Source: an optimization exercise on an open RTL-to-GDS flow (aim: small area and a short achievable clock period). Production flows keep margins and buffers that such runs may drop.
RTL that was checked went through simulation tests only; none was proved equivalent to the original.

Setup of build 40:
==> flow/design.v (excerpt) <==
module DCT_Custom_Instruction(clk,
                              reset,
                              dataa,
                              n,
                              clk_en,
                              start,
                              done,
                              result);
  input clk;
  input reset;
  input signed [31:0] dataa;
  input [4:0] n;
  input clk_en;
  input start;
  output done;
  output signed [31:0] result;
  reg [32:0] y8, y7, y6, y5;
  reg [32:1] xh0, xh1, xh2, xh3;
  wire [32:0] x0 = {xh0, y8[0]}, x1 = {xh1, y7[0]}, x2 = {xh2, y6[0]}, x3 = {xh3, y5[0]};
  reg done_delay;
  localparam NR = 4;
  wire read = n[4] | n[3];
  assign done = read ? done_delay : start;
  always @(posedge clk or posedge reset) begin
    if (reset)
      done_delay <= 1'b0;
    else
      done_delay <= start & read;
  end
  wire we = start & clk_en & ~read;
  wire first = ~n[0];
  wire p0 = (n[2:0] == 3'd0) | (n[2:0] == 3'd7);
  wire p1 = (n[2:0] == 3'd1) | (n[2:0] == 3'd6);
  wire p2 = (n[2:0] == 3'd2) | (n[2:0] == 3'd5);
  wire p3 = (n[2:0] == 3'd3) | (n[2:0] == 3'd4);
  wire [32:0] ys = ({33{p0}} & y8) | ({33{p1}} & y7) | ({33{p2}} & y6) | ({33{p3}} & y5);
  wire [32:0] xs = ({33{p0}} & x0) | ({33{p1}} & x1) | ({33{p2}} & x2) | ({33{p3}} & x3);
  wire second = n[0];
  wire [32:0] fm = {33{first}};
  wire [32:0] vx = {dataa[31], dataa};
  wire [32:0] yh = {ys[32], ys[32:1]};
  wire [32:0] xh = {xs[32], xs[32:1]};
  wire par = ys[0];
  wire [32:0] ya = vx, yb = yh, yc = xh ^ fm;
  wire [32:0] xa = vx ^ ~fm, xb = yh ^ fm, xc = xh;
  wire [32:0] ycs, ycc, xcs, xcc;
  genvar gw;
  generate for (gw = 0; gw < 33; gw = gw + 1) begin : wcsa
    DCT_FA uy (.a(ya[gw]), .b(yb[gw]), .c(yc[gw]), .s(ycs[gw]), .co(ycc[gw]));
    DCT_FA ux (.a(xa[gw]), .b(xb[gw]), .c(xc[gw]), .s(xcs[gw]), .co(xcc[gw]));
  ...
Size in the first run: roughly 3800 cells after synthesis, ~390 flip-flops, roughly 74 I/O pins, ~38000 µm² of cells after synthesis.
Settings: LEC_CHECK=0, CAP_MARGIN=20, CORE_MARGIN=2, CORE_UTILIZATION=55, PLACE_DENSITY=0.65, SLEW_MARGIN=20, SYNTH_HIERARCHICAL=1, SYNTH_MINIMUM_KEEP_SIZE=0; clock period 16.0 ns.
standard.sh (not shown) runs the stock make flow with config.mk's settings and CLKGATE_MAP_FILE= SYNTH_SCRIPT=/design/flow/synth_recipe.tcl, a recipe that flattens the netlist after the stock synthesis.
==> flow/flow/run.sh <==
#!/bin/bash
set -o pipefail
export SETUP_SLACK_MARGIN=8
bash standard.sh REMOVE_ABC_BUFFERS=1 finish > standard.log 2>&1
For build 48, these inputs were changed with respect to build 40:
# build 40
export LEC_CHECK = 0
export CAP_MARGIN = 20
export CORE_MARGIN = 2
export CORE_UTILIZATION = 55
export PLACE_DENSITY = 0.65
export SLEW_MARGIN = 20
export SYNTH_HIERARCHICAL = 1
export SYNTH_MINIMUM_KEEP_SIZE = 0
create_clock -name core_clock -period 16.0 [get_ports {clk}]
# build 48
export LEC_CHECK = 0
export CAP_MARGIN = 20
export CORE_MARGIN = 2
export CORE_UTILIZATION = 65
export PLACE_DENSITY = 0.75
export SLEW_MARGIN = 20
export SYNTH_HIERARCHICAL = 1
export SYNTH_MINIMUM_KEEP_SIZE = 0
create_clock -name core_clock -period 16.0 [get_ports {clk}]
==> flow/flow/run.sh <==
#!/bin/bash
set -o pipefail
export SETUP_SLACK_MARGIN=8
bash standard.sh "BUFFER_PORTS_ARGS=-buffer_cell sky130_fd_sc_hd__buf_4" finish > standard.log 2>&1
--- outcome ---
Delta (build 48 minus build 40): achievable clock frequency dropped about 0.34%, number of diodes climbed 2. Looking at die area, build 48 sits about 15% lower than build 40 does.
What build 27 does differently from build 48 at the input level:
# build 48
export LEC_CHECK = 0
export CAP_MARGIN = 20
export CORE_MARGIN = 2
export CORE_UTILIZATION = 65
export PLACE_DENSITY = 0.75
export SLEW_MARGIN = 20
export SYNTH_HIERARCHICAL = 1
export SYNTH_MINIMUM_KEEP_SIZE = 0
create_clock -name core_clock -period 16.0 [get_ports {clk}]
# build 27
export LEC_CHECK = 0
export CAP_MARGIN = 20
export CORE_MARGIN = 2
export CORE_UTILIZATION = 55
export PLACE_DENSITY = 0.65
export SLEW_MARGIN = 20
export SYNTH_HIERARCHICAL = 1
export SYNTH_MINIMUM_KEEP_SIZE = 0
create_clock -name core_clock -period 16.0 [get_ports {clk}]
==> flow/flow/run.sh <==
#!/bin/bash
set -o pipefail
export SETUP_SLACK_MARGIN=8.5
bash standard.sh "BUFFER_PORTS_ARGS=-buffer_cell sky130_fd_sc_hd__buf_4" finish > standard.log 2>&1
Findings:
- In the metrics for build 27 and build 48, the one carrying the lower top achievable clock speed is build 48.
- Area after detailed placement, build 27 and build 48: lower on build 48
Inputs modified between build 27 and build 80:
# build 27
export LEC_CHECK = 0
export CAP_MARGIN = 20
export CORE_MARGIN = 2
export CORE_UTILIZATION = 55
export PLACE_DENSITY = 0.65
export SLEW_MARGIN = 20
export SYNTH_HIERARCHICAL = 1
export SYNTH_MINIMUM_KEEP_SIZE = 0
create_clock -name core_clock -period 16.0 [get_ports {clk}]
# build 80
export LEC_CHECK = 0
export ABC_AREA = 1
export CAP_MARGIN = 20
export CORE_MARGIN = 2
export CORE_UTILIZATION = 55
export PLACE_DENSITY = 0.65
export SLEW_MARGIN = 20
export SYNTH_HIERARCHICAL = 1
export SYNTH_MINIMUM_KEEP_SIZE = 0
create_clock -name core_clock -period 16.0 [get_ports {clk}]
==> flow/flow/run.sh <==
#!/bin/bash
set -o pipefail
export SETUP_SLACK_MARGIN=8
bash standard.sh "BUFFER_PORTS_ARGS=-buffer_cell sky130_fd_sc_hd__buf_4" finish > standard.log 2>&1
Results
- Build 80 vs. build 27: full die area now larger, fmax now smaller, number of antenna violations at the first check in global routing now smaller.
- Going from build 27 to build 80, detailed-routed wire length on met2 increased 6300 µm; register area about even; area of all placed cells without fillers went up; simple-gate share of the synthesized area picked up an extra 6.5 points.
- In build 80 the fraction of layout cells with a size suffix above 1 turned out 4.1 points lower than in build 27.
- Capturing instance or port of the critical path = result[15]: build 27; capturing instance or port of the critical path = pr[15]$_DFF_P_: build 80

---

Another version of the RTL of DCT_Custom_Instruction (not shown whole).
Size: ~390 flip-flops, about 0.038 mm² of cells after synthesis.
clock: 16.0 ns
lec_check: 0
cap_margin: 20
core_margin: 2
core_utilization: 40
slew_margin: 20
synth_hierarchical: 1
synth_minimum_keep_size: 0
==> flow/flow/run.sh <==
#!/bin/bash
set -o pipefail
export SETUP_SLACK_MARGIN=8
bash standard.sh finish > standard.log 2>&1
Edit:
--- a/flow/config.mk
+++ b/flow/config.mk
@@ -9,3 +9,4 @@
 export CORE_MARGIN = 2
-export CORE_UTILIZATION = 40
+export CORE_UTILIZATION = 55
+export PLACE_DENSITY = 0.65
 export SLEW_MARGIN = 20
Result:
- global-route usage climbs by 9.4 points
- sequential share of layout area increases by 0.42 points
- final area came out lower slightly
- via count went up by a few percent
- setup slack improved by 100 ps
- clock-buffer cell count does not change
- routed wire length is lower slightly
No run of this note included a check of the RTL's function; only the layout flow was run.

---

Another version of the RTL of DCT_Custom_Instruction (not shown whole).
For scale: ~4200 cells after synthesis, roughly 400 flip-flops, about 74 I/O pins.
export LEC_CHECK = 0
export CAP_MARGIN = 20
export CORE_MARGIN = 2
export CORE_UTILIZATION = 40
export SLEW_MARGIN = 20
export SYNTH_HIERARCHICAL = 1
export SYNTH_MINIMUM_KEEP_SIZE = 0
create_clock -name core_clock -period 16.0 [get_ports {clk}]
run.sh (not shown) runs the stock make flow with config.mk's settings and CLKGATE_MAP_FILE= SYNTH_SCRIPT=/design/flow/synth_recipe.tcl, a recipe that flattens the netlist after the stock synthesis.
Stock flow here: none of the scripts above is used.
Next try:
==> flow/flow/run.sh (new file) <==
#!/bin/bash
set -o pipefail
export SETUP_SLACK_MARGIN=8
bash standard.sh finish > standard.log 2>&1
==> flow/standard.sh (new file) <==
#!/bin/bash
# synth_recipe.tcl (not shown) runs the flow's synth.tcl, then flattens the netlist and writes it again
# the make line also repeats each setting of config.mk as NAME=value (left out here)
make -C /OpenROAD-flow-scripts/flow DESIGN_CONFIG=/design/flow/config.mk WORK_HOME=/design/flow/orfs CLKGATE_MAP_FILE= SYNTH_SCRIPT=/design/flow/synth_recipe.tcl "${@:-finish}"
removed: flow/run.sh
Effect: Core utilization rises by 1.5 points; count of clock-buffer cells in the layout drops by 4.

---

Another version of the RTL of DCT_Custom_Instruction (not shown whole).
For scale: ~4,600 cells after synthesis, roughly 42,000 sq um of cells after synthesis.
Settings: LEC_CHECK=0, CAP_MARGIN=20, CORE_MARGIN=2, CORE_UTILIZATION=40, SLEW_MARGIN=20; clock period 16.0 ns.
Stock flow here: none of the scripts above is used.
The starting point passed the timing, design-rule and antenna checks.
Then changed:
Settings changed: SYNTH_HIERARCHICAL from default to 1, SYNTH_MINIMUM_KEEP_SIZE from default to 0.
Effect: The changed run passed the timing, design-rule and antenna checks. Wire length fell by 12%. Sequential share of layout area rose by 0.51 points. Final area fell by 2.5%. Setup slack gets worse by 0.070 ns. Final cell count fell by 12%. Die area rose by 0.83%. First-iteration DRC count fell by 26%.
No functional check of the RTL was part of any run of this note.

afterwards: timing with drivers on the ports:
No port has a modelled driver above. Below, the same layouts with a new extraction and two added sets of constraints.
Step 1 sets driving cells, clkbuf_16 on the clock port and buf_2 on the other inputs (assumed; they add their load-dependent delay and slew).
Step 2 times the ports against the registers' clock, not the clock port: input delays grow and output delays shrink by t, the midpoint of the rising clock arrivals with the driver on.
Three values: ideal ports, drivers, drivers and shift; two values: the first two.
run | t, ns | setup WS [ns] | worst slew at a driven data input, ns
build 40 | 0.673 | 7.925 / 7.861 / 7.315 | 0.28
build 48 | 0.645 | 7.897 / 7.837 / 7.420 | 0.21
build 27 | 0.658 | 8.211 / 8.152 / 7.652 | 0.29
build 80 | 0.669 | 7.980 / 7.993 / 7.324 | 0.06
the first run of note 2 | 0.672 | 7.943 / 7.874 / 7.545 | 0.06
the second run of note 2 | 0.642 | 8.044 / 7.985 / 7.492 | 0.08
the first run of note 3 | 0.678 | 6.219 / 6.238 / 5.560 | 0.04
the second run of note 3 | 0.687 | 7.672 / 7.603 / 7.418 | 0.04
the first run of note 4 | 0.687 | 6.427 / 6.459 / 5.772 | 0.05
the second run of note 4 | 0.663 | 6.357 / 6.378 / 5.714 | 0.04
After both steps setup and hold are still met in every run listed. The setup slack of the first run of note 3, which loses most, moves by +0.019 ns with the drivers and by -0.659 ns with both steps.
